From an optimization exercise on the open Yosys and OpenROAD flow, aimed at small area; shortcuts taken in it are not production practice. Function was checked by simulation only, so behaviour that the tests miss may differ from the original. The clock port is modelled as an ideal driver; clocking choices that lean on that would not hold on a real chip. Power and IR drop assume default switching activity.

`flow/flow/run.sh`:
```
#!/bin/bash
# Own layout flow: the standard flow, with three changes in how the layout is
# made:
#  - the combinational logic of the standard synthesis is re-mapped by ABC for
#    area (flip-flops, their names and cells unchanged; see resynth.tcl);
#  - port buffers use the smallest buffer cell;
#  - clock tree built from small clock buffers, without dummy loads.
# Each tool's output goes to a log file of its own in the work folder.
set -euo pipefail
W=$(pwd)
F=$W/flow
R=$W/orfs/results/$FLOW_PLATFORM/Parking/base
export BUFFER_PORTS_ARGS="-buffer_cell sky130_fd_sc_hd__buf_1"
if [[ -f $F/cts_args ]]; then export CTS_ARGS="$(cat $F/cts_args)"; fi

bash standard.sh synth > $W/log_1_synth.txt 2>&1
cp $R/1_2_yosys.v $W/synth_standard.v

export RS_LIB=$FLOW_HOME/platforms/$FLOW_PLATFORM/lib/sky130_fd_sc_hd__tt_025C_1v80.lib
export RS_IN=$W/synth_standard.v RS_OUT=$W/synth_resynth.v RS_ABC=$F/resynth.abc
if yosys -c $F/resynth.tcl > $W/log_2_resynth.txt 2>&1 \
   && [[ "$(grep -o 'dfxtp_1 [^ ]*' $W/synth_standard.v | sort)" == "$(grep -o 'dfxtp_1 [^ ]*' $W/synth_resynth.v | sort)" ]]; then
  cp $W/synth_resynth.v $R/1_2_yosys.v
  rm -f $R/1_synth.odb $R/1_synth.sdc
  echo "using the re-mapped netlist" >> $W/log_2_resynth.txt
else
  echo "re-mapping failed; using the standard netlist" >> $W/log_2_resynth.txt
fi

bash standard.sh > $W/log_3_layout.txt 2>&1
```
`flow/flow/resynth.abc`:
```
strash
&get -n
&deepsyn -T 30
&put
dch -f
map -a
topo
```
`flow/flow/resynth.tcl`:
```
# Re-map the combinational logic of the standard synthesis for area. The
# flip-flops are kept as they are (same instances, names and cells); only the
# gates between them are rebuilt by ABC.
yosys -import
set lib $::env(RS_LIB)
read_liberty -ignore_miss_func $lib
blackbox sky130_fd_sc_hd__dfxtp_1
read_verilog $::env(RS_IN)
hierarchy -top $::env(FLOW_TOP)
flatten
opt_clean
opt -fast
abc -liberty $lib -dont_use sky130_fd_sc_hd__probe_p_8 -dont_use sky130_fd_sc_hd__probec_p_8 -dont_use sky130_fd_sc_hd__lpflow_bleeder_1 -dont_use sky130_fd_sc_hd__lpflow_clkbufkapwr_1 -dont_use sky130_fd_sc_hd__lpflow_clkbufkapwr_16 -dont_use sky130_fd_sc_hd__lpflow_clkbufkapwr_2 -dont_use sky130_fd_sc_hd__lpflow_clkbufkapwr_4 -dont_use sky130_fd_sc_hd__lpflow_clkbufkapwr_8 -dont_use sky130_fd_sc_hd__lpflow_clkinvkapwr_1 -dont_use sky130_fd_sc_hd__lpflow_clkinvkapwr_16 -dont_use sky130_fd_sc_hd__lpflow_clkinvkapwr_2 -dont_use sky130_fd_sc_hd__lpflow_clkinvkapwr_4 -dont_use sky130_fd_sc_hd__lpflow_clkinvkapwr_8 -dont_use sky130_fd_sc_hd__lpflow_decapkapwr_12 -dont_use sky130_fd_sc_hd__lpflow_decapkapwr_3 -dont_use sky130_fd_sc_hd__lpflow_decapkapwr_4 -dont_use sky130_fd_sc_hd__lpflow_decapkapwr_6 -dont_use sky130_fd_sc_hd__lpflow_decapkapwr_8 -dont_use sky130_fd_sc_hd__lpflow_inputiso0n_1 -dont_use sky130_fd_sc_hd__lpflow_inputiso0p_1 -dont_use sky130_fd_sc_hd__lpflow_inputiso1n_1 -dont_use sky130_fd_sc_hd__lpflow_inputiso1p_1 -dont_use sky130_fd_sc_hd__lpflow_inputisolatch_1 -dont_use sky130_fd_sc_hd__lpflow_isobufsrc_1 -dont_use sky130_fd_sc_hd__lpflow_isobufsrc_16 -dont_use sky130_fd_sc_hd__lpflow_isobufsrc_2 -dont_use sky130_fd_sc_hd__lpflow_isobufsrc_4 -dont_use sky130_fd_sc_hd__lpflow_isobufsrc_8 -dont_use sky130_fd_sc_hd__lpflow_isobufsrckapwr_16 -dont_use sky130_fd_sc_hd__lpflow_lsbuf_lh_hl_isowell_tap_1 -dont_use sky130_fd_sc_hd__lpflow_lsbuf_lh_hl_isowell_tap_2 -dont_use sky130_fd_sc_hd__lpflow_lsbuf_lh_hl_isowell_tap_4 -dont_use sky130_fd_sc_hd__lpflow_lsbuf_lh_isowell_4 -dont_use sky130_fd_sc_hd__lpflow_lsbuf_lh_isowell_tap_1 -dont_use sky130_fd_sc_hd__lpflow_lsbuf_lh_isowell_tap_2 -dont_use sky130_fd_sc_hd__lpflow_lsbuf_lh_isowell_tap_4 -dont_use sky130_fd_sc_hd__fill_1 -dont_use sky130_fd_sc_hd__fill_2 -dont_use sky130_fd_sc_hd__fill_4 -dont_use sky130_fd_sc_hd__fill_8  -script $::env(RS_ABC)
opt_clean
hilomap -singleton -hicell sky130_fd_sc_hd__conb_1 HI -locell sky130_fd_sc_hd__conb_1 LO
splitnets
opt_clean -purge
write_verilog -noattr -noexpr -nohex -nodec $::env(RS_OUT)
read_liberty -lib $lib
stat -liberty $lib
```
`flow/standard.sh`:
```
#!/bin/bash
# synth_recipe.tcl (not shown) runs the flow's synth.tcl, then flattens the netlist and writes it again
# the make line also repeats each setting of config.mk as NAME=value (left out here)
make -C /OpenROAD-flow-scripts/flow DESIGN_CONFIG=/design/flow/config.mk WORK_HOME=/design/flow/orfs CLKGATE_MAP_FILE= SYNTH_SCRIPT=/design/flow/synth_recipe.tcl "${@:-finish}"
```
`flow/config.mk`:
```
export PLATFORM = sky130hd
export DESIGN_NAME = Parking
export DESIGN_NICKNAME = Parking
export VERILOG_FILES = /design/flow/design.v
export SDC_FILE = /design/flow/constraint.sdc
export NUM_CORES = 4
export LEC_CHECK = 0
export CAP_MARGIN = 20
export CORE_MARGIN = 2
export CORE_UTILIZATION = 40
export SLEW_MARGIN = 20
```
`flow/constraint.sdc`:
```
create_clock -name core_clock -period 25.0 [get_ports {CLK}]
set_input_delay 5.0000 -clock core_clock [delete_from_list [all_inputs] [get_ports {CLK}]]
set_output_delay 5.0000 -clock core_clock [all_outputs]
set_load 0.01 [all_outputs]
```
`flow/design.v`:
```
module TimeHandler (input CLK, Start, output reg [4:0] hour, output first);
    reg [9:0] s;
    wire wrap = s == 10'b1100011010;
    assign first = s == 10'b0;
    wire clr = Start | wrap;
    wire fb = s[0] ^ s[9];
    wire [9:0] nxt = {s[8:0], fb} ^ 10'b1010101010;
    wire h23 = hour[4] & hour[2] & hour[1] & hour[0];
    always @(posedge CLK) begin
        s <= clr ? 10'd0 : nxt;
        if (Start | (wrap & h23))
            hour <= 5'd0;
        else if (wrap)
            hour <= hour + 5'd1;
    end
endmodule
module Parking(input CLK, Start, car_entered, is_uni_car_entered, car_exited, is_uni_car_exited,
        output reg [9:0] uni_parked_car, output reg [9:0] parked_car, output [9:0] uni_vacated_space, output [9:0] vacated_space,
        output uni_is_vacated_space, is_vacated_space, output reg overflow_uni, overflow, rejected_uni, rejected, output [4:0] hour);
    wire first;
    TimeHandler th(CLK, Start, hour, first);
    wire h8    = hour[3] & ~hour[2] & ~hour[1] & ~hour[0];
    wire h13   = hour[3] &  hour[2] & ~hour[1] &  hour[0];
    wire h14   = hour[3] &  hour[2] &  hour[1] & ~hour[0];
    wire h15   = hour[3] &  hour[2] &  hour[1] &  hour[0];
    wire h16   = hour[4] & ~hour[2] & ~hour[1] & ~hour[0];
    wire h8_12 = hour[3] & ~(hour[2] & (hour[1] | hour[0]));
    wire h9_13 = hour[3] & (hour[2] ? ~hour[1] : (hour[1] | hour[0]));
    wire c200 = first ? h9_13 : h8_12;
    wire c250 = first ? h14 : h13;
    wire c300 = first ? h15 : h14;
    wire c350 = first ? h16 : h15;
    reg [9:0] cap, ucap;
    always @* begin
        cap = 10'd500; ucap = 10'd200;
        if (c200) begin cap = 10'd200; ucap = 10'd500; end
        if (c250) begin cap = 10'd250; ucap = 10'd450; end
        if (c300) begin cap = 10'd300; ucap = 10'd400; end
        if (c350) begin cap = 10'd350; ucap = 10'd350; end
    end
    wire [10:0] kp, ku;
    assign kp[0] = 1'b1;
    assign ku[0] = 1'b1;
    genvar i;
    generate for (i = 0; i < 10; i = i + 1) begin : sub
        assign vacated_space[i] = cap[i] ^ ~parked_car[i] ^ kp[i];
        assign kp[i+1] = (cap[i] & ~parked_car[i]) | (cap[i] & kp[i]) | (~parked_car[i] & kp[i]);
        assign uni_vacated_space[i] = ucap[i] ^ ~uni_parked_car[i] ^ ku[i];
        assign ku[i+1] = (ucap[i] & ~uni_parked_car[i]) | (ucap[i] & ku[i]) | (~uni_parked_car[i] & ku[i]);
    end endgenerate
    assign is_vacated_space = |vacated_space;
    assign uni_is_vacated_space = |uni_vacated_space;
    wire ev8 = first & h8;
    wire ev13_15 = first & hour[3] & hour[2] & (hour[1] | hour[0]);
    wire ev16 = first & h16;
    reg [9:0] ucap_new;
    always @* begin
        ucap_new = 10'd200;
        if (h13) ucap_new = 10'd450;
        if (h14) ucap_new = 10'd400;
        if (h15) ucap_new = 10'd350;
    end
    wire [9:0] p = parked_car, uv = uni_vacated_space;
    wire p_gt200 = p[9] | p[8] | (p[7] & p[6] & (p[5] | p[4] | (p[3] & (p[2] | p[1] | p[0]))));
    wire p_ge200 = p[9] | p[8] | (p[7] & p[6] & (p[5] | p[4] | p[3]));
    wire uv_hi = uv[9] | uv[8] | uv[7] | uv[6];
    wire uv_ge50 = uv_hi | (uv[5] & uv[4] & (uv[3] | uv[2] | uv[1]));
    wire uv_gt50 = uv_hi | (uv[5] & uv[4] & (uv[3] | uv[2] | (uv[1] & uv[0])));
    wire uv_ge150 = uv[9] | uv[8] | (uv[7] & (uv[6] | uv[5] | (uv[4] & (uv[3] | (uv[2] & uv[1])))));
    wire uv_gt150 = uv[9] | uv[8] | (uv[7] & (uv[6] | uv[5] | (uv[4] & (uv[3] | (uv[2] & uv[1] & uv[0])))));
    wire ovf = ev8 & p_gt200;
    wire ovf_u = (ev13_15 & ~uv_ge50) | (ev16 & ~uv_ge150);
    wire free = ev8 ? ~p_ge200 : (ev13_15 | ev16) ? 1'b1 : is_vacated_space;
    wire ufree = ev8 ? 1'b1 : ev13_15 ? uv_gt50 : ev16 ? uv_gt150 : uni_is_vacated_space;
    wire p_nz = |parked_car;
    wire u_nz = |uni_parked_car;
    wire req_p_in = car_entered & ~is_uni_car_entered;
    wire req_u_in = car_entered & is_uni_car_entered;
    wire req_p_out = ~car_entered & car_exited & ~is_uni_car_exited;
    wire req_u_out = ~car_entered & car_exited & is_uni_car_exited;
    wire p_up = req_p_in & free, p_dn = req_p_out & p_nz;
    wire u_up = req_u_in & ufree, u_dn = req_u_out & u_nz;
    wire [9:0] pc = ovf ? 10'd200 : parked_car;
    wire [9:0] uc = ovf_u ? ucap_new : uni_parked_car;
    wire [10:0] cp, cu;
    wire [9:0] p_nxt, u_nxt;
    assign p_nxt[0] = pc[0] ^ (p_up | p_dn);
    assign cp[1] = pc[0] & (p_up | p_dn);
    assign u_nxt[0] = uc[0] ^ (u_up | u_dn);
    assign cu[1] = uc[0] & (u_up | u_dn);
    generate for (i = 1; i < 10; i = i + 1) begin : cnt
        assign p_nxt[i] = pc[i] ^ p_dn ^ cp[i];
        assign cp[i+1] = (pc[i] & p_dn) | (pc[i] & cp[i]) | (p_dn & cp[i]);
        assign u_nxt[i] = uc[i] ^ u_dn ^ cu[i];
        assign cu[i+1] = (uc[i] & u_dn) | (uc[i] & cu[i]) | (u_dn & cu[i]);
    end endgenerate
    always @(posedge CLK) begin
        if (Start) begin
            parked_car <= 10'd0;
            uni_parked_car <= 10'd0;
            overflow <= 1'b0;
            overflow_uni <= 1'b0;
            rejected <= 1'b0;
            rejected_uni <= 1'b0;
        end else begin
            overflow <= ovf;
            overflow_uni <= ovf_u;
            parked_car <= p_nxt;
            uni_parked_car <= u_nxt;
            if (req_p_in | req_p_out) rejected <= ~(p_up | p_dn);
            if (req_u_in | req_u_out) rejected_uni <= ~(u_up | u_dn);
        end
    end
endmodule
```
==> impl_results.md, run 1 <==
* Nets at 480
* Leakage power at 1.14 nW
* CTS Buf Count at 5
* Max Clock Skew at 4.89 ps
* Setup WS pre-CTS at 15070 ps
* Initial antenna violation count at 0
* Worst min-delay path class: reg -> reg
* Avg Vias per Cell at 5.08
* First-pass GRT wire length at 11.7 mm
* Fillers at 688
* Die Ht at 83.7 um
* Count of buffers from port buffering at 56
* HPWL Detailed at 5.65 mm
* Root Buffer: clkbuf_8
* Hold EP: th.s[8]
* Standard-cell rows at 29
* Initial core utilization at 40.7%
* Endpoints failing setup at 0
* CTS Sinks at 39
* Worst r2r src: th.s[3]
* Worst-margin pin slew at 709 ps
* PwrDens at 63.7 nW/um2
* Setup TNS at 0 ps
* CTS tree: done
* Max Cap Viol at 0
* Uppermost layer routed: met4
* R2r setup slk at 17320 ps
* M1 WL at 3.32 mm
* ANT nets after route at 0
* # DRC at 0
* Fin worst setup slack at 14740 ps
* Reg2reg end: uni_parked_car[9]
* RSZ-0062 raised after global routing: no
* Skew-Pair Late Insertion Delay at 300 ps
* Number of global-route vias before repair at 2516
* Crit path launch type: flip-flop
* Final WL at 7.01 mm
* Die width at 83.7 um
* CTS Hold Bufs at 0
* Fmax at 0.0975 GHz
* Max IR drop VDD at 0.0268 mV
* Placed Cells at 544
* Critical Path Fanout Max at 6
* Largest net degree at the start of global routing at 20
* WL met3 at 305 um
* Core ar. at 6240 um2
* Die Area at 7000 um2
* Slew Viols, Final at 0
* Synth warnings at 2
* Fin crit period at 10260 ps
* Avg Synthesized Cell Area at 6.19 um2
* Crit-path slowest cell: nor3_1
* CP Class: reg -> out
* H-tree level count at 2
* I/O pin cnt at 57
* RD Place Congestion at 0.905
* Clock transition at path regs at 80 ps
* Drt wl/cell at 12.7 um
* Crit-path max cell delay at 600 ps
* Grt total ovfl at 0
* Fin crit share at 41.0%
* Syn_nets at 416
* Slew headroom at 52.4%
* CP dominant cell by count: nor2_1
* Cells after Synth at 410
* Worst Path Required at 20000 ps
* CP Capture Type: output port
* Fin cells at 552
* R2R depth at 48
* Post-CTS resize count at 0
* Arr. time, crit path at 5260 ps
* Worst Hold Path Cells at 2
* Hold slack at 417 ps
* Share of cells above drive strength 1 at 4.00%
* Met2 routed WL at 3.28 mm
* First-pass iteration count of the detailed router at 4
* HP Start: th.s[7]
* Starting DRT DRC Count at 171
* Antenna diodes at 0
* Max clock buf depth at 2
* Via count at 2802
* Syn-to-layout area delta at 17.2%
* Total GRT Usage at 20.5%
* Hold Vio Cnt, Final at 0
* Status: no timing/DRC/antenna violations
* Post-CTS setup buffers at 0
* Mapped cell area at 2540 um2
## metrics by stage
step	total power [W]	utilization, %	area (um2)
final	0.000189	47.7	2970
after global routing	0.000203	47.7	2970
after CTS	0.000191	47.7	2970
after detailed placement	0.000133	45.7	2850
after global placement	0.000133	45.7	2850
after floorplan	0.000116	-	2540
## flip-flops by register name, summed over array words and instances, names as in the netlist
name	cells
overflow	1
overflow_uni	1
parked_car	10
rejected	1
rejected_uni	1
th.hour	5
th.s	10
uni_parked_car	10
## metal layers
layer,vias up,track usage (%)
met3,10,3.86
li1,1485,-
met1,1246,27.1
met2,61,34.0
met5,-,0
met4,0,5.72
## power breakdown
group / internal, W / total [W] / switching, W / leakage [nW]
combinational: 0.0000206 / 0.0000572 / 0.0000366 / 0.758
clock: 0.0000329 / 0.0000577 / 0.0000248 / 0.0618
sequential: 0.0000674 / 0.0000746 / 0.00000724 / 0.319
total: 0.000121 / 0.000189 / 0.0000686 / 1.14
## cells in the final DEF (no fill, tap or decap), drive strengths merged, types with 3 or more instances in the layout
cell / count
nor2: 95
clkinv: 65
buf: 57
nand2: 54
dfxtp: 39
a21oi: 35
o21ai: 29
xor2: 18
nor3: 17
nand3: 16
clkbuf: 6
or2: 5
nand4: 5
xnor2: 4
o21a: 4
nor4: 4
o211ai: 3
## critical path: cells and delay by family (launching register included)
kind / cells / cell delay (ps)
buf+inv: 7 / 890
xor+xnor: 1 / 180
compound gates: 4 / 600
flops: 1 / 330
simple gates: 20 / 2950
## area by class of cell
class	count	area (um2)	share of cell area (%)
inverters	65	244	8.20
well taps	77	96.3	3.24
clock buffers	6	82.6	2.78
clock inverters	2	38.8	1.30
repair buffers	57	218	7.32
multi-input cells	306	1510	50.9
flip-flops and latches	39	781	26.3
## worst max-delay path by stage
stage	start	endpoint	slack, ps	cells after the start
after global routing	th.s[7]	uni_is_vacated_space	14000	31
after floorplan	th.s[3]	uni_is_vacated_space	16040	31
after global placement	th.s[7]	uni_is_vacated_space	15180	32
after CTS	th.s[7]	uni_is_vacated_space	14720	32
after detailed placement	th.s[7]	uni_is_vacated_space	15070	32
final	th.s[3]	uni_is_vacated_space	14740	32
==> run 2, diff against run 1 <==
--- a/flow/design.v
+++ b/flow/design.v
@@ -16,7 +16,7 @@
 endmodule
 module Parking(input CLK, Start, car_entered, is_uni_car_entered, car_exited, is_uni_car_exited,
         output reg [9:0] uni_parked_car, output reg [9:0] parked_car, output [9:0] uni_vacated_space, output [9:0] vacated_space,
-        output uni_is_vacated_space, is_vacated_space, output reg overflow_uni, overflow, rejected_uni, rejected, output [4:0] hour);
+        output uni_is_vacated_space, is_vacated_space, output overflow_uni, overflow, output reg rejected_uni, rejected, output [4:0] hour);
     wire first;
     TimeHandler th(CLK, Start, hour, first);
     wire h8    = hour[3] & ~hour[2] & ~hour[1] & ~hour[0];
@@ -72,14 +72,12 @@
     wire ovf_u = (ev13_15 & ~uv_ge50) | (ev16 & ~uv_ge150);
     wire free = ev8 ? ~p_ge200 : (ev13_15 | ev16) ? 1'b1 : is_vacated_space;
     wire ufree = ev8 ? 1'b1 : ev13_15 ? uv_gt50 : ev16 ? uv_gt150 : uni_is_vacated_space;
-    wire p_nz = |parked_car;
-    wire u_nz = |uni_parked_car;
     wire req_p_in = car_entered & ~is_uni_car_entered;
     wire req_u_in = car_entered & is_uni_car_entered;
     wire req_p_out = ~car_entered & car_exited & ~is_uni_car_exited;
     wire req_u_out = ~car_entered & car_exited & is_uni_car_exited;
-    wire p_up = req_p_in & free, p_dn = req_p_out & p_nz;
-    wire u_up = req_u_in & ufree, u_dn = req_u_out & u_nz;
+    wire p_up = req_p_in & free, p_dn = req_p_out;
+    wire u_up = req_u_in & ufree, u_dn = req_u_out;
     wire [9:0] pc = ovf ? 10'd200 : parked_car;
     wire [9:0] uc = ovf_u ? ucap_new : uni_parked_car;
     wire [10:0] cp, cu;
@@ -94,21 +92,24 @@
         assign u_nxt[i] = uc[i] ^ u_dn ^ cu[i];
         assign cu[i+1] = (uc[i] & u_dn) | (uc[i] & cu[i]) | (u_dn & cu[i]);
     end endgenerate
+    wire p_nz = cp[10], u_nz = cu[10];
+    reg ovf_any;
+    wire hour_is_8 = hour[3] & ~hour[2];
+    assign overflow = ovf_any & hour_is_8;
+    assign overflow_uni = ovf_any & ~hour_is_8;
     always @(posedge CLK) begin
         if (Start) begin
             parked_car <= 10'd0;
             uni_parked_car <= 10'd0;
-            overflow <= 1'b0;
-            overflow_uni <= 1'b0;
+            ovf_any <= 1'b0;
             rejected <= 1'b0;
             rejected_uni <= 1'b0;
         end else begin
-            overflow <= ovf;
-            overflow_uni <= ovf_u;
-            parked_car <= p_nxt;
-            uni_parked_car <= u_nxt;
-            if (req_p_in | req_p_out) rejected <= ~(p_up | p_dn);
-            if (req_u_in | req_u_out) rejected_uni <= ~(u_up | u_dn);
+            ovf_any <= ovf | ovf_u;
+            parked_car <= (p_dn & ~p_nz) ? 10'd0 : p_nxt;
+            uni_parked_car <= (u_dn & ~u_nz) ? 10'd0 : u_nxt;
+            if (req_p_in | req_p_out) rejected <= req_p_in ? ~free : ~p_nz;
+            if (req_u_in | req_u_out) rejected_uni <= req_u_in ? ~ufree : ~u_nz;
         end
     end
 endmodule
--- a/flow/flow/run.sh
+++ b/flow/flow/run.sh
@@ -4,7 +4,7 @@
 #  - the combinational logic of the standard synthesis is re-mapped by ABC for
 #    area (flip-flops, their names and cells unchanged; see resynth.tcl);
 #  - port buffers use the smallest buffer cell;
-#  - clock tree built from small clock buffers, without dummy loads.
+#  - clock tree built from small clock buffers (cts_args), without dummy loads.
 # Each tool's output goes to a log file of its own in the work folder.
 set -euo pipefail
 W=$(pwd)
==> flow/flow/cts_args (new file) <==
-sink_clustering_enable -repair_clock_nets -dont_use_dummy_load -buf_list sky130_fd_sc_hd__clkbuf_4 -root_buf sky130_fd_sc_hd__clkbuf_4
==> flow/flow/resynth.abc (replaced) <==
strash
&get -n
&deepsyn -T 30
&put
dch -f
amap
--- a/flow/config.mk
+++ b/flow/config.mk
@@ -7,5 +7,5 @@
 export LEC_CHECK = 0
 export CAP_MARGIN = 20
 export CORE_MARGIN = 2
-export CORE_UTILIZATION = 40
+export CORE_UTILIZATION = 70
 export SLEW_MARGIN = 20
==> run 2 against run 1 <==
Routed wire length grew 0.11%. Non-clock buffer count stayed put. Design area is 8.8% lower. Clock skew up 15 ps. Via count is 4.9% higher. Critical path type unchanged.
==> impl_results.md, run 2 <==
* Nets at 449
* CP Capture Type: output port
* Synth warnings at 2
* Share of cells above drive strength 1 at 1.36%
* Post-CTS setup buffers at 0
* # DRC at 0
* Fin cells at 487
* Crit-path slowest cell: nor4_1
* Endpoints failing setup at 0
* Most frequent cells in the layout: nor2_1, buf_1, clkinv_1
* First-pass iteration count of the detailed router at 5
* Initial core utilization at 72.5%
* First-pass GRT wire length at 11.6 mm
* Count of buffers from port buffering at 56
* Via count at 2940
* Leakage power at 0.946 nW
* Die Ht at 62.6 um
* Cells after Synth at 379
* Arr. time, crit path at 5790 ps
* Crit path launch type: flip-flop
* Die Area at 3910 um2
* Setup TNS at 0 ps
* Core ar. at 3310 um2
* Slew headroom at 29.6%
* Grt total ovfl at 0
* Total GRT Usage at 37.2%
* Max clock buf depth at 2
* Fmax at 0.0927 GHz
* Worst min-delay path class: reg -> reg
* Root Buffer: clkbuf_4
* Hold Vio Cnt, Final at 0
* Avg Synthesized Cell Area at 6.34 um2
* RD Place Congestion at 1.01
* HPWL Detailed at 5.46 mm
* Pwr Total at 0.000129 W
* CTS Buf Count at 5
* Clock transition at path regs at 110 ps
* CP Class: reg -> out
* Number of global-route vias before repair at 2514
* Skew-Pair Late Insertion Delay at 350 ps
* Final WL at 7.02 mm
* Crit-path max cell delay at 570 ps
* Initial antenna violation count at 0
* Standard-cell rows at 21
* Slew Viols, Final at 0
* RSZ-0062 raised after global routing: no
* Worst Path Required at 20000 ps
* Max Cap Viol at 0
* Starting DRT DRC Count at 456
* Fillers at 253
* Hold slack at 427 ps
* Most common cell after layout, fill and taps aside: nor2_1
* CP dominant cell by count: nand2_1
* Mapped cell area at 2400 um2
* Avg Vias per Cell at 6.04
* Fin crit share at 43.2%
* H-tree level count at 2
* Critical Path Fanout Max at 6
* Drt wl/cell at 14.4 um
* Largest net degree at the start of global routing at 14
* Die width at 62.6 um
* Max Clock Skew at 19.5 ps
* Worst-margin pin slew at 1050 ps
* CTS Hold Bufs at 0
* Status: no timing/DRC/antenna violations
* Placed Cells at 481
* I/O pin cnt at 57
* CTS tree: done
* Syn-to-layout area delta at 12.9%
* Post-CTS resize count at 0
* Max IR drop VDD at 0.0518 mV
* Antenna diodes at 0
* Top flop regs: parked_car: 10 flops, th.s: 10 flops, uni_parked_car: 10 flops
* CTS Sinks at 38
* PwrDens at 47.5 nW/um2
* Fin crit period at 10790 ps
* Syn_nets at 385
* ANT nets after route at 0
[run 2: changes by cell type in the layout (fill, tap and decap cells not counted), moves of 6 or more]
cell,delta
a22oi_1,+11
a211oi_1,+10
clkinv_1,-18
xor2_1,-17
nand2_1,-10
or3_1,+7
o21a_1,+9
a21oi_1,-9
nand3_1,-10
clkbuf_8,-6
o21ai_0,+6
[run 2: metrics by stage]
step | utilization [%] | instance area [um2] | worst slack (ps)
floorplan | - | 2400 | 15480
global placement | 80.6 | 2670 | 14930
detailed placement | 80.6 | 2670 | 14750
CTS | 81.7 | 2710 | 14310
global route | 81.9 | 2710 | 13450
finish | 81.9 | 2710 | 14210
[run 2: final cells by class]
type	instances	area (um2)	area share, %
clock buffers	5	37.5	1.38
inverters	47	176	6.51
multi-input cells	294	1460	54.0
flip-flops and latches	38	761	28.1
well taps	46	57.6	2.12
repair buffers	57	215	7.94
[run 2: path summary, 6_finish.rpt]
| kind | startpoint | endpoint | slack [ps] | cells past startpoint |
|---|---|---|---|---|
| hold / removal | th.s[2] | th.s[3] | 430 | 1 |
| hold reg to reg | th.s[2] | th.s[3] | 430 | 1 |
| setup / recovery | th.s[1] | uni_is_vacated_space | 14210 | 29 |
| setup reg to reg | th.s[1] | uni_parked_car[3] | 16830 | 42 |
[run 2: report_power, final]
group / internal, W / total (W) / switching, W
clock network: 0.00000940 / 0.0000282 / 0.0000188
logic: 0.0000113 / 0.0000327 / 0.0000215
registers: 0.0000638 / 0.0000678 / 0.00000407
total: 0.0000844 / 0.000129 / 0.0000443
[run 2: critical path: cells and delay by family (launching register included)]
kind            cells  cell delay (ps)
simple gates       13             2820
compound gates     12             1690
buf+inv             4              600
flops               1              340
[run 2: routing by layer]
metal | vias to the layer above | routed length (um) | track usage, %
li1 | 1446 | - | -
met1 | 1257 | 2810 | 48.7
met2 | 200 | 3130 | 60.2
met3 | 37 | 832 | 8.47
met4 | 0 | 245 | 13.6
met5 | - | 0 | 0
==> run 3, diff against run 2 <==
--- a/flow/design.v
+++ b/flow/design.v
@@ -1,13 +1,12 @@
 module TimeHandler (input CLK, Start, output reg [4:0] hour, output first);
     reg [9:0] s;
-    wire wrap = s == 10'b1100011010;
-    assign first = s == 10'b0;
+    wire wrap = s[9] & ~s[8] & s[6] & s[4] & s[3] & s[2] & s[1] & s[0];
+    assign first = ~|s[7:0];
     wire clr = Start | wrap;
     wire fb = s[0] ^ s[9];
-    wire [9:0] nxt = {s[8:0], fb} ^ 10'b1010101010;
     wire h23 = hour[4] & hour[2] & hour[1] & hour[0];
     always @(posedge CLK) begin
-        s <= clr ? 10'd0 : nxt;
+        s <= clr ? 10'd0 : {~s[8:0], fb};
         if (Start | (wrap & h23))
             hour <= 5'd0;
         else if (wrap)
@@ -78,7 +77,7 @@
     wire req_u_out = ~car_entered & car_exited & is_uni_car_exited;
     wire p_up = req_p_in & free, p_dn = req_p_out;
     wire u_up = req_u_in & ufree, u_dn = req_u_out;
-    wire [9:0] pc = ovf ? 10'd200 : parked_car;
+    wire [9:0] pc = parked_car;
     wire [9:0] uc = ovf_u ? ucap_new : uni_parked_car;
     wire [10:0] cp, cu;
     wire [9:0] p_nxt, u_nxt;
@@ -106,7 +105,7 @@
             rejected_uni <= 1'b0;
         end else begin
             ovf_any <= ovf | ovf_u;
-            parked_car <= (p_dn & ~p_nz) ? 10'd0 : p_nxt;
+            parked_car <= ovf ? (req_p_out ? 10'd199 : 10'd200) : (p_dn & ~p_nz) ? 10'd0 : p_nxt;
             uni_parked_car <= (u_dn & ~u_nz) ? 10'd0 : u_nxt;
             if (req_p_in | req_p_out) rejected <= req_p_in ? ~free : ~p_nz;
             if (req_u_in | req_u_out) rejected_uni <= req_u_in ? ~ufree : ~u_nz;
==> flow/flow/run.sh (replaced) <==
#!/bin/bash
# Own layout flow: the standard flow, with three changes in how the layout is
# made:
#  - the combinational logic of the standard synthesis is re-mapped by ABC for
#    area (flip-flops, their names and cells unchanged; see resynth.tcl). ABC's
#    deepsyn is run with several seeds and the smallest netlist is kept;
#  - port buffers use the smallest buffer cell;
#  - clock tree built from small clock buffers (cts_args), without dummy loads.
# Each tool's output goes to a log file of its own in the work folder.
set -euo pipefail
W=$(pwd)
F=$W/flow
R=$W/orfs/results/$FLOW_PLATFORM/Parking/base
export BUFFER_PORTS_ARGS="-buffer_cell sky130_fd_sc_hd__buf_1"
if [[ -f $F/cts_args ]]; then export CTS_ARGS="$(cat $F/cts_args)"; fi

bash standard.sh synth > $W/log_1_synth.txt 2>&1
cp $R/1_2_yosys.v $W/synth_standard.v

export RS_LIB=$FLOW_HOME/platforms/$FLOW_PLATFORM/lib/sky130_fd_sc_hd__tt_025C_1v80.lib
export RS_IN=$W/synth_standard.v
regs() { grep -o 'dfxtp_1 [^ ]*' "$1" | sort; }
resynth() {
  local s=$1
  printf 'strash\n&get -n\n&deepsyn -T 60 -S %s\n&put\ndch -f\namap\n' $s > $W/resynth_s$s.abc
  RS_OUT=$W/synth_resynth_s$s.v RS_ABC=$W/resynth_s$s.abc \
    yosys -c $F/resynth.tcl > $W/log_2_resynth_s$s.txt 2>&1 || return 0
}
SEEDS="0 1 2 3 4 5 6 7"
for batch in "0 1 2 3" "4 5 6 7"; do
  for s in $batch; do resynth $s & done
  wait
done
best=""; best_area=""
for s in $SEEDS; do
  f=$W/synth_resynth_s$s.v
  [[ -f $f ]] || continue
  [[ "$(regs $f)" == "$(regs $W/synth_standard.v)" ]] || continue
  a=$(grep "Chip area" $W/log_2_resynth_s$s.txt | tail -1 | awk '{print $NF}')
  [[ -n "$a" ]] || continue
  if [[ -z "$best" ]] || awk "BEGIN{exit !($a < $best_area)}"; then best=$s; best_area=$a; fi
done
if [[ -n "$best" ]]; then
  cp $W/synth_resynth_s$best.v $R/1_2_yosys.v
  rm -f $R/1_synth.odb $R/1_synth.sdc
  echo "using the re-mapped netlist of seed $best, area $best_area" > $W/log_2_resynth.txt
else
  echo "re-mapping failed; using the standard netlist" > $W/log_2_resynth.txt
fi

bash standard.sh > $W/log_3_layout.txt 2>&1
removed: flow/flow/resynth.abc
==> run 3 against run 2 <==
Still clean on timing, DRC and antenna. Design area decreased by 1.5%. First-iteration DRC count fell by 21%. Sequential share of layout area rose by 0.42 points. Critical path type unchanged. Largest power group unchanged. Highest routed layer unchanged.
==> impl_results.md, run 3 <==
* Gr busiest metal: met2
* Crit-path max cell delay at 380 ps
* Crit path launch type: flip-flop
* Max IR drop VDD at 0.0428 mV
* Antenna diodes at 0
* Core ar. at 3280 um2
* Syn-to-layout area delta at 13.6%
* Drt wl/cell at 14.4 um
* Grt met1 use at 51.2%
* CTS Hold Bufs at 0
* Most frequent cells in the layout: nor2_1, buf_1, clkinv_1
* Max Clock Skew at 15.4 ps
* Share of cells above drive strength 1 at 1.63%
* Endpoints failing setup at 0
* Crit-path slowest cell: or3_1
* Most common cell after layout, fill and taps aside: nor2_1
* Final WL at 6.87 mm
* CP Capture Type: output port
* Die Ht at 62.0 um
* Standard-cell rows at 21
* Max Cap Viol at 0
* # DRC at 0
* Final Util at 81.3%
* CP Class: reg -> out
* Storage element area at 761 um2
* First-pass iteration count of the detailed router at 6
* Leakage power at 0.915 nW
* Synth warnings at 2
* Hold Vio Cnt, Final at 0
* RD Place Congestion at 0.909
* CTS Sinks at 38
* CP dominant cell by count: nor2_1
* Met3 Usage GRT at 9.32%
* Number of global-route vias before repair at 2298
* HPWL Detailed at 5.42 mm
* Avg Vias per Cell at 6.08
* Post-CTS resize count at 0
* Fillers at 261
* Starting DRT DRC Count at 360
* Top flop regs: parked_car: 10 flops, th.s: 10 flops, uni_parked_car: 10 flops
* Total GRT Usage at 37.1%
* Root Buffer: clkbuf_4
* Grt total ovfl at 0
* Post-CTS setup buffers at 0
* Clock transition at path regs at 120 ps
* Fin crit share at 41.7%
* Worst min-delay path class: reg -> reg
* Fin crit period at 10410 ps
* Slew Viols, Final at 0
* Syn_nets at 373
* Die width at 62.0 um
* I/O pin cnt at 57
* CTS Buf Count at 5
* Max clock buf depth at 2
* Hold slack at 413 ps
* Worst-margin pin slew at 952 ps
* Count of buffers from port buffering at 56
* Largest net degree at the start of global routing at 14
* CTS tree: done
* ANT nets after route at 0
* Die Area at 3840 um2
* Via count at 2892
* Critical Path Fanout Max at 10
* Fmax at 0.0960 GHz
* Cells after Synth at 367
* Multi-input logic area at 1410 um2
* RSZ-0062 raised after global routing: no
* Arr. time, crit path at 5410 ps
* Avg Synthesized Cell Area at 6.41 um2
* Met2 usage at 58.6%
* Initial antenna violation count at 0
* Status: no timing/DRC/antenna violations
* PwrDens at 57.5 nW/um2
* Skew-Pair Late Insertion Delay at 340 ps
* First-pass GRT wire length at 10.4 mm
* H-tree level count at 2
* Setup TNS at 0 ps
* Slew headroom at 35.9%
* Worst Path Required at 20000 ps
* Mapped cell area at 2350 um2
* Initial core utilization at 71.6%
* Nets at 438
## run 3: cell count changes in the layout (fill, tap and decap cells not counted), sizes merged, moves of 4 or more
cell,change
o21ai,+9
a22oi,-5
nor2b,-4
o22ai,+5
nor4,-5
nand2,-5
o21a,-5
nand4,+4
## run 3: final timing paths
| kind | startpoint | depth (start not counted) | to | slack [ps] |
|---|---|---|---|---|
| worst max-delay path | th.s[4] | 33 | uni_is_vacated_space | 14590 |
| worst min-delay path | th.s[5] | 1 | th.s[6] | 410 |
| worst min register to register | th.s[5] | 1 | th.s[6] | 410 |
| worst max register to register | th.s[4] | 48 | uni_parked_car[3] | 16230 |
## run 3: power breakdown
| part | total [W] | internal [W] | switching, W |
|---|---|---|---|
| Clock | 0.0000286 | 0.00000942 | 0.0000191 |
| Combinational | 0.0000540 | 0.0000181 | 0.0000359 |
| Sequential | 0.0000712 | 0.0000654 | 0.00000572 |
| Total | 0.000154 | 0.0000930 | 0.0000607 |
## run 3: area by class of cell
type | instances | share of cell area [%]
clock buffer | 5 | 1.41
sequential | 38 | 28.5
multi-input combinational | 280 | 52.6
inverter | 49 | 6.89
timing repair buffer | 58 | 8.43
tap | 46 | 2.15
## run 3: metal layers
metal | routed length [um] | vias to the layer above
li1 | - | 1416
met1 | 2910 | 1289
met2 | 3150 | 174
met3 | 704 | 13
met4 | 100 | 0
met5 | 0 | -
## run 3: worst max-delay path: cells and delay by family (launching register included)
family / cells / cell delay (ps)
AO/OA/AOI/OAI: 9 / 1110
buffers and inverters: 5 / 710
flip-flops: 1 / 350
AND/OR/NAND/NOR: 19 / 2890
## run 3: through the flow
step | cells | setup slack, ps | cell area (um2) | power (W)
floorplan | 367 | 15450 | 2350 | 0.000109
finish | 476 | 14590 | 2670 | 0.000154
global route | 476 | 14030 | 2670 | 0.000164
global placement | 471 | 15410 | 2630 | 0.000123
detailed placement | 471 | 15100 | 2630 | 0.000125
CTS | 476 | 14690 | 2670 | 0.000152
==> run 4, diff against run 3 <==
--- a/flow/flow/run.sh
+++ b/flow/flow/run.sh
@@ -5,7 +5,9 @@
 #    area (flip-flops, their names and cells unchanged; see resynth.tcl). ABC's
 #    deepsyn is run with several seeds and the smallest netlist is kept;
 #  - port buffers use the smallest buffer cell;
-#  - clock tree built from small clock buffers (cts_args), without dummy loads.
+#  - clock tree built from small clock buffers (cts_args), without dummy loads;
+#    a clock buffer whose flip-flops would see a slow clock edge is upsized
+#    after CTS (cts_post.tcl).
 # Each tool's output goes to a log file of its own in the work folder.
 set -euo pipefail
 W=$(pwd)
@@ -13,6 +15,7 @@
 R=$W/orfs/results/$FLOW_PLATFORM/Parking/base
 export BUFFER_PORTS_ARGS="-buffer_cell sky130_fd_sc_hd__buf_1"
 if [[ -f $F/cts_args ]]; then export CTS_ARGS="$(cat $F/cts_args)"; fi
+export POST_CTS_TCL=$F/cts_post.tcl
 
 bash standard.sh synth > $W/log_1_synth.txt 2>&1
 cp $R/1_2_yosys.v $W/synth_standard.v
@@ -22,7 +25,7 @@
 regs() { grep -o 'dfxtp_1 [^ ]*' "$1" | sort; }
 resynth() {
   local s=$1
-  printf 'strash\n&get -n\n&deepsyn -T 60 -S %s\n&put\ndch -f\namap\n' $s > $W/resynth_s$s.abc
+  printf 'strash\n&get -n\n&deepsyn -T 90 -S %s\n&put\ndch -f\namap\n' $s > $W/resynth_s$s.abc
   RS_OUT=$W/synth_resynth_s$s.v RS_ABC=$W/resynth_s$s.abc \
     yosys -c $F/resynth.tcl > $W/log_2_resynth_s$s.txt 2>&1 || return 0
 }
==> flow/flow/cts_post.tcl (new file) <==
set target 0.112
set bigger [dict create sky130_fd_sc_hd__clkbuf_2 sky130_fd_sc_hd__clkbuf_4 \
                        sky130_fd_sc_hd__clkbuf_4 sky130_fd_sc_hd__clkbuf_8 \
                        sky130_fd_sc_hd__clkbuf_8 sky130_fd_sc_hd__clkbuf_16]
for {set pass 0} {$pass < 2} {incr pass} {
  estimate_parasitics -placement
  set slow {}
  foreach pin [get_pins -hierarchical */CLK] {
    if {[get_property $pin slew_max] <= $target} continue
    set net [get_nets -of_objects $pin]
    foreach drv [get_pins -of_objects $net -filter "direction == output"] {
      set inst [get_cells -of_objects $drv]
      set name [get_full_name $inst]
      if {[lsearch $slow $name] < 0} { lappend slow $name }
    }
  }
  if {[llength $slow] == 0} break
  foreach name $slow {
    set inst [get_cells $name]
    set ref [get_property $inst ref_name]
    if {![dict exists $bigger $ref]} continue
    set to [dict get $bigger $ref]
    puts "cts_post: $name $ref -> $to"
    replace_cell $inst $to
  }
  detailed_placement
  check_placement -verbose
}
estimate_parasitics -placement
set m 0
foreach pin [get_pins -hierarchical */CLK] { set s [get_property $pin slew_max]; if {$s > $m} {set m $s} }
puts "cts_post: largest flip-flop clock pin slew $m"
==> run 4 against run 3 <==
Synthesized cell count is 1.9% lower. Largest cell class unchanged. Still clean on timing, DRC and antenna. Sequential share of layout area is 0.19 points higher. Worst hold slack worse by 12 ps. Sequential power is 3.5% lower.
==> impl_results.md, run 4 <==
* Status: no timing/DRC/antenna violations
* Fmax at 0.0970 GHz
* Arr. time, crit path at 5310 ps
* Fin crit period at 10310 ps
* CTS Sinks at 38
* RSZ-0062 raised after global routing: no
* ANT nets after route at 0
* Clock transition at path regs at 110 ps
* HPWL Detailed at 5.44 mm
* Fin cells at 466
* CP dominant cell by count: nand2_1
* Via count at 2960
* Crit-path slowest cell: or3_1
* Worst-margin pin slew at 586 ps
* Reg2reg end: uni_parked_car[8]
* Most common cell after layout, fill and taps aside: nor2_1
* Fin crit share at 41.3%
* Drt wl/cell at 15.4 um
* Antenna diodes at 0
* Crit path launch type: flip-flop
* Worst Path Required at 20000 ps
* Critical Path Fanout Max at 5
* Skew-Pair Late Insertion Delay at 360 ps
* R2r setup slk at 18030 ps
* Total GRT Usage at 38.8%
* Count of buffers from port buffering at 56
* DP Area at 2610 um2
* CP Class: reg -> out
* Max Clock Skew at 35.8 ps
* Max IR drop VDD at 0.0549 mV
* Setup TNS at 0 ps
* R2R depth at 39
* First-pass GRT wire length at 11.0 mm
* Cells after Synth at 360
* Endpoints failing setup at 0
* Syn-to-layout area delta at 13.5%
* Die width at 61.8 um
* Synth warnings at 2
* I/O pin cnt at 57
* First-pass iteration count of the detailed router at 6
* Setup WS pre-CTS at 15310 ps
* Standard-cell rows at 20
* Design Area, Final at 2650 um2
* CTS tree: done
* Switching Fraction at 36.0%
* Mapped cell area at 2340 um2
* Largest net degree at the start of global routing at 19
* Share of cells above drive strength 1 at 1.42%
* Starting DRT DRC Count at 387
* Core ar. at 3100 um2
* Leakage power at 0.894 nW
* Avg Synthesized Cell Area at 6.49 um2
* Initial core utilization at 75.3%
* Top flop regs: parked_car: 10 flops, th.s: 10 flops, uni_parked_car: 10 flops
* HP Start: th.s[1]
* Worst r2r src: th.s[0]
* Die Ht at 61.8 um
* Syn_nets at 366
* Die Area at 3820 um2
* Crit-path max cell delay at 390 ps
* Number of global-route vias before repair at 2476
* PwrDens at 50.8 nW/um2
* Hold Vio Cnt, Final at 0
* Clock network power share at 23.3%
* Most frequent cells in the layout: nor2_1, buf_1, clkinv_1
* # DRC at 0
* Nets at 430
* Placed Cells at 461
* Critical Path Start: th.s[0]
* Slew Viols, Final at 0
* Seq pwr share at 51.0%
* Logic gate share of total power at 25.7%
* Avg Vias per Cell at 6.35
* Grt total ovfl at 0
* Worst min-delay path class: reg -> reg
* Final WL at 7.18 mm
* Critical Path Sink: is_vacated_space
* RD Place Congestion at 1.07
* Fin worst setup slack at 14690 ps
* Initial antenna violation count at 0
* Max Cap Viol at 0
* Slew headroom at 60.6%
* CP Capture Type: output port
* Worst Hold Path Cells at 1
* Internal at 0.0000862 W
* NetSw at 0.0000485 W
==> run 4: power by group through the flow <==
stage                     logic [W]  registers (W)  clock network (W)
final                     0.0000346      0.0000687          0.0000314
after global routing      0.0000384      0.0000691          0.0000323
after detailed placement  0.0000334      0.0000698                  0
after global placement    0.0000321      0.0000696                  0
after floorplan           0.0000215      0.0000703                  0
==> run 4: final cells by class <==
class	instances	area, um2
fill	223	449
tap	44	55.1
multi-input combinational	270	1380
timing repair buffer	57	218
inverter	52	195
clock buffer	5	43.8
sequential	38	761
==> run 4: worst min path at each step <==
stage               endpoint  slack (ps)
floorplan            th.s[6]         390
global placement     th.s[6]         410
detailed placement   th.s[6]         420
global route         th.s[9]         440
finish               th.s[2]         400
==> run 4: metrics by stage <==
stage	hold WS, ps	utilization, %	total power [W]
5_1_grt	438	85.5	0.000140
3_5_place_dp	416	84.1	0.000103
2_1_floorplan	393	-	0.0000918
3_3_place_gp	408	84.1	0.000102
6_report	401	85.5	0.000135
==> run 4: critical path, delay by kind of cell, from the launching register on <==
family | cells | cell delay, ps
flip-flops | 1 | 370
AO/OA/AOI/OAI | 8 | 1070
AND/OR/NAND/NOR | 17 | 2900
buffers and inverters | 4 | 600
==> run 4: layer usage <==
metal	up-vias	part of all wire [%]	wire [um]	global-route usage [%]
met4	0	2.7	197	11.9
li1	1403	-	-	-
met3	33	11	808	7.45
met1	1291	40	2860	49.6
met2	233	46	3310	66.3
met5	-	0	0	0
==> run 5, diff against run 4 <==
--- a/flow/design.v
+++ b/flow/design.v
@@ -67,10 +67,13 @@
     wire uv_gt50 = uv_hi | (uv[5] & uv[4] & (uv[3] | uv[2] | (uv[1] & uv[0])));
     wire uv_ge150 = uv[9] | uv[8] | (uv[7] & (uv[6] | uv[5] | (uv[4] & (uv[3] | (uv[2] & uv[1])))));
     wire uv_gt150 = uv[9] | uv[8] | (uv[7] & (uv[6] | uv[5] | (uv[4] & (uv[3] | (uv[2] & uv[1] & uv[0])))));
+    wire cut_p = ev8 & p_ge200;
     wire ovf = ev8 & p_gt200;
+    wire cut_u = (ev13_15 & ~uv_gt50) | (ev16 & ~uv_gt150);
     wire ovf_u = (ev13_15 & ~uv_ge50) | (ev16 & ~uv_ge150);
-    wire free = ev8 ? ~p_ge200 : (ev13_15 | ev16) ? 1'b1 : is_vacated_space;
-    wire ufree = ev8 ? 1'b1 : ev13_15 ? uv_gt50 : ev16 ? uv_gt150 : uni_is_vacated_space;
+    wire ev = ev8 | ev13_15 | ev16;
+    wire free = ev ? ~cut_p : is_vacated_space;
+    wire ufree = ev ? ~cut_u : uni_is_vacated_space;
     wire req_p_in = car_entered & ~is_uni_car_entered;
     wire req_u_in = car_entered & is_uni_car_entered;
     wire req_p_out = ~car_entered & car_exited & ~is_uni_car_exited;
@@ -78,7 +81,7 @@
     wire p_up = req_p_in & free, p_dn = req_p_out;
     wire u_up = req_u_in & ufree, u_dn = req_u_out;
     wire [9:0] pc = parked_car;
-    wire [9:0] uc = ovf_u ? ucap_new : uni_parked_car;
+    wire [9:0] uc = cut_u ? ucap_new : uni_parked_car;
     wire [10:0] cp, cu;
     wire [9:0] p_nxt, u_nxt;
     assign p_nxt[0] = pc[0] ^ (p_up | p_dn);
@@ -105,7 +108,7 @@
             rejected_uni <= 1'b0;
         end else begin
             ovf_any <= ovf | ovf_u;
-            parked_car <= ovf ? (req_p_out ? 10'd199 : 10'd200) : (p_dn & ~p_nz) ? 10'd0 : p_nxt;
+            parked_car <= cut_p ? (req_p_out ? 10'd199 : 10'd200) : (p_dn & ~p_nz) ? 10'd0 : p_nxt;
             uni_parked_car <= (u_dn & ~u_nz) ? 10'd0 : u_nxt;
             if (req_p_in | req_p_out) rejected <= req_p_in ? ~free : ~p_nz;
             if (req_u_in | req_u_out) rejected_uni <= req_u_in ? ~ufree : ~u_nz;
==> run 5 against run 4 <==
Still clean on timing, DRC and antenna. Sequential power grew 0.7%. Register-to-register slack lost 1700 ps. Core utilization shrank 0.28 points.
==> impl_results.md, run 5 <==
* CTS tree: done
* Nets at 435
* Avg Vias per Cell at 6.25
* Fmax at 0.0894 GHz
* Endpoints failing setup at 0
* Final WL at 6.89 mm
* First-pass GRT wire length at 10.7 mm
* RD Place Congestion at 1.03
* RSZ-0062 raised after global routing: no
* Slew headroom at 40.0%
* Reg2reg end: uni_parked_car[5]
* Mapped cell area at 2340 um2
* PwrDens at 52.0 nW/um2
* CTS Sinks at 38
* Count of buffers from port buffering at 56
* Via count at 2944
* Drt wl/cell at 14.6 um
* Cells after Synth at 364
* Syn-to-layout area delta at 13.9%
* Starting DRT DRC Count at 407
* Share of cells above drive strength 1 at 1.64%
* Initial core utilization at 74.8%
* Die Area at 3820 um2
* Antenna diodes at 0
* Max IR drop VDD at 0.0575 mV
* Arr. time, crit path at 6180 ps
* Slew Viols, Final at 0
* Crit-path max cell delay at 470 ps
* HP Start: th.s[8]
* Hold Vio Cnt, Final at 0
* Number of global-route vias before repair at 2417
* Fillers at 206
* Syn_nets at 370
* ANT nets after route at 0
* Top flop regs: parked_car: 10 flops, th.s: 10 flops, uni_parked_car: 10 flops
* CP Class: reg -> out
* CP dominant cell by count: nor2_1
* R2R depth at 45
* First-pass iteration count of the detailed router at 7
* R2r setup slk at 16340 ps
* Die width at 61.8 um
* Largest net degree at the start of global routing at 17
* # DRC at 0
* Worst Path Required at 20000 ps
* HPWL Detailed at 5.37 mm
* Status: no timing/DRC/antenna violations
* Total GRT Usage at 37.7%
* Worst r2r src: th.s[4]
* Skew-Pair Late Insertion Delay at 350 ps
* Fin crit period at 11180 ps
* Grt total ovfl at 0
* Max Cap Viol at 0
* Critical Path Fanout Max at 6
* CP Capture Type: output port
* Hold EP: th.s[9]
* Die Ht at 61.8 um
* Standard-cell rows at 20
* Most frequent cells in the layout: nor2_1, buf_1, clkinv_1
* Most common cell after layout, fill and taps aside: nor2_1
* Worst-margin pin slew at 898 ps
* Crit path launch type: flip-flop
* Fin crit share at 44.7%
* Synth warnings at 2
* Avg Synthesized Cell Area at 6.43 um2
* Leakage power at 0.895 nW
* Worst min-delay path class: reg -> reg
* Setup TNS at 0 ps
* Max Clock Skew at 29.7 ps
* Core ar. at 3130 um2
* Initial antenna violation count at 0
* Crit-path slowest cell: or4_1
* Pwr Total at 0.000139 W
* I/O pin cnt at 57
* Clock transition at path regs at 80 ps
* Worst Hold Path Cells at 1
==> run 5: where the power goes <==
part	internal, W	switching, W
clock network	0.0000111	0.0000182
logic	0.0000135	0.0000268
registers	0.0000644	0.00000480
==> run 5: worst max-delay path by stage <==
stage	start	end	slack (ps)	depth (start not counted)
2_1_floorplan	th.s[0]	uni_is_vacated_space	15000	30
3_3_place_gp	th.s[0]	uni_is_vacated_space	14730	31
3_5_place_dp	th.s[0]	uni_is_vacated_space	14390	31
5_1_grt	th.s[1]	uni_is_vacated_space	13140	31
6_report	th.s[4]	uni_is_vacated_space	13820	31
==> run 5: layer usage <==
metal  up-vias  GRT usage, %  share of wire [%]
met3        38          9.11                 11
met5         -             0                  0
met2       207          58.8                 45
met1      1270          49.5                 40
li1       1429             -                  -
met4         0          16.7                3.8
==> run 5: through the flow <==
stage                     cell area, um2  util, %  hold slack (ps)  cells  worst slack, ps
after floorplan                     2340        -              393    364            15000
after global placement              2620     83.8              407    466            14730
after detailed placement            2620     83.8              415    466            14390
after global routing                2670     85.2              458    471            13140
final                               2670     85.2              426    471            13820
==> run 5: cell type report <==
| class | count | area (um2) | share of cell area, % |
|---|---|---|---|
| clock buffer | 5 | 43.8 | 1.64 |
| inverter | 50 | 188 | 7.04 |
| multi-input combinational | 276 | 1390 | 52.3 |
| sequential | 38 | 761 | 28.5 |
| tap | 44 | 55.1 | 2.06 |
| timing repair buffer | 58 | 225 | 8.45 |
==> run 5: critical path, delay by kind of cell, from the launching register on <==
kind,cells,cell delay [ps]
simple gates,17,3330
compound gates,10,1590
buf+inv,4,600
flops,1,340
==> run 6, diff against run 5 <==
--- a/flow/flow/run.sh
+++ b/flow/flow/run.sh
@@ -29,8 +29,8 @@
   RS_OUT=$W/synth_resynth_s$s.v RS_ABC=$W/resynth_s$s.abc \
     yosys -c $F/resynth.tcl > $W/log_2_resynth_s$s.txt 2>&1 || return 0
 }
-SEEDS="0 1 2 3 4 5 6 7"
-for batch in "0 1 2 3" "4 5 6 7"; do
+SEEDS="$(seq 0 15)"
+for batch in "0 1 2 3" "4 5 6 7" "8 9 10 11" "12 13 14 15"; do
   for s in $batch; do resynth $s & done
   wait
 done
==> run 6 against run 5 <==
Critical path type unchanged. Core utilization unchanged. Via count unchanged. Largest cell class unchanged. Still clean. Clock-buffer cell count unchanged. Critical endpoint unchanged.
==> impl_results.md, run 6 <==
* Final WL at 6.89 mm
* Top flop regs: parked_car: 10 flops, th.s: 10 flops, uni_parked_car: 10 flops
* Most frequent cells in the layout: nor2_1, buf_1, clkinv_1
* Core ar. at 3130 um2
* Logic gate share of total power at 29.0%
* Fin crit period at 11180 ps
* Critical Path Fanout Max at 6
* Die Area at 3820 um2
* Crit-path slowest cell: or4_1
* Cells after Synth at 364
* Antenna diodes at 0
* Number of global-route vias before repair at 2417
* Syn-to-layout area delta at 13.9%
* Max IR drop VDD at 0.0575 mV
* First-pass iteration count of the detailed router at 7
* # DRC at 0
* Clock transition at path regs at 80 ps
* Syn_nets at 370
* Avg Synthesized Cell Area at 6.43 um2
* Status: no timing/DRC/antenna violations
* HPWL Detailed at 5.37 mm
* Setup TNS at 0 ps
* Avg Vias per Cell at 6.25
* Nets at 435
* Hold slack at 426 ps
* Die width at 61.8 um
* RD Place Congestion at 1.03
* Crit-path max cell delay at 470 ps
* I/O pin cnt at 57
* Worst Path Required at 20000 ps
* Mapped cell area at 2340 um2
* Largest net degree at the start of global routing at 17
* Standard-cell rows at 20
* Worst min-delay path class: reg -> reg
* Die Ht at 61.8 um
* Starting DRT DRC Count at 407
* CP Class: reg -> out
* Initial antenna violation count at 0
* Fmax at 0.0894 GHz
* Hold Vio Cnt, Final at 0
* Setup WS pre-CTS at 14390 ps
* PwrDens at 52.0 nW/um2
* Fin crit share at 44.7%
* Grt total ovfl at 0
* Internal at 0.0000890 W
* First-pass GRT wire length at 10.7 mm
* Most common cell after layout, fill and taps aside: nor2_1
* Endpoints failing setup at 0
* Count of buffers from port buffering at 56
* CP dominant cell by count: nor2_1
* Total GRT Usage at 37.7%
* ANT nets after route at 0
* Arr. time, crit path at 6180 ps
* Max Cap Viol at 0
* Seq pwr share at 49.9%
* Drt wl/cell at 14.6 um
* Leakage power at 0.895 nW
* CP Capture Type: output port
* Skew-Pair Late Insertion Delay at 350 ps
* Initial core utilization at 74.8%
* Synth warnings at 2
* Max Clock Skew at 29.7 ps
* Slew Viols, Final at 0
* Crit path launch type: flip-flop
* Worst-margin pin slew at 898 ps
* NetSw at 0.0000497 W
* CTS Sinks at 38
* Share of cells above drive strength 1 at 1.64%
* Fin worst setup slack at 13820 ps
* Via count at 2944
* Slew headroom at 40.0%
* CTS tree: done
* RSZ-0062 raised after global routing: no
* Switching Fraction at 35.8%
* Clock network power share at 21.1%
-- run 6: cell counts in the layout (fill, tap and decap cells not counted) --
Identical to the previous run, type by type.
-- run 6: worst max-delay path: cells and delay by family (launching register included) --
kind / cells / cell delay [ps]
buf+inv: 4 / 600
compound gates: 10 / 1590
simple gates: 17 / 3330
flops: 1 / 340
-- run 6: power groups by stage --
stage | clock network [W] | logic [W] | registers (W)
final | 0.0000293 | 0.0000403 | 0.0000692
after global placement | 0 | 0.0000379 | 0.0000701
after detailed placement | 0 | 0.0000389 | 0.0000704
after floorplan | 0 | 0.0000263 | 0.0000706
after global routing | 0.0000310 | 0.0000444 | 0.0000695
-- run 6: final timing paths --
kind                     endpoint  slack, ps     from  depth (start not counted)
max          uni_is_vacated_space      13820  th.s[4]                         31
min                       th.s[9]        430  th.s[8]                          1
max reg2reg     uni_parked_car[5]      16340  th.s[4]                         45
min reg2reg               th.s[9]        430  th.s[8]                          1
-- run 6: cell type report --
type                            count  area (um2)
Fill cell                         206         462
Multi-Input combinational cell    276        1390
Inverter                           50         188
Clock buffer                        5        43.8
Sequential cell                    38         761
Timing Repair Buffer               58         225
Tap cell                           44        55.1
-- run 6: routing by layer --
layer / share of wire [%] / vias to the layer above / routed length, um / global-route usage, %
li1: - / 1429 / - / -
met2: 45 / 207 / 3100 / 58.8
met3: 11 / 38 / 776 / 9.11
met1: 40 / 1270 / 2750 / 49.5
met4: 3.8 / 0 / 264 / 16.7
met5: 0 / - / 0 / 0
-- run 6: stage by stage --
| stage | instance area (um2) | util, % | std cells | total power, W |
|---|---|---|---|---|
| global route | 2670 | 85.2 | 471 | 0.000145 |
| detailed placement | 2620 | 83.8 | 466 | 0.000109 |
| floorplan | 2340 | - | 364 | 0.0000969 |
| finish | 2670 | 85.2 | 471 | 0.000139 |
| global placement | 2620 | 83.8 | 466 | 0.000108 |

[what the ideal ports hide]
Ports are ideal in the flow. The routed layouts listed here were re-timed in OpenROAD.
Step 1 assumes that a clkbuf_16 drives the clock port and a buf_2 every other input.
Step 2, shift: input delay + t, output delay - t, t = (earliest + latest rising clock arrival at the registers) / 2. This alone moves slack from input paths to output paths.
Three values: ideal ports, drivers, drivers and shift; two values: the first two.
run | t, ns | setup WS [ns] | worst setup path at the end | worst data-port slew with drivers (ns)
run 1 | 0.322 | 14.745 / 14.718 / 15.040 | register to output | 0.03
run 2 | 0.368 | 14.209 / 14.184 / 14.552 | register to output | 0.03
run 3 | 0.360 | 14.585 / 14.562 / 14.922 | register to output | 0.04
run 4 | 0.366 | 14.687 / 14.663 / 15.029 | register to output | 0.03
run 5 | 0.360 | 13.816 / 13.792 / 14.152 | register to output | 0.04
run 6 | 0.360 | 13.816 / 13.792 / 14.152 | register to output | 0.04
After both steps setup and hold are still met in every run listed.
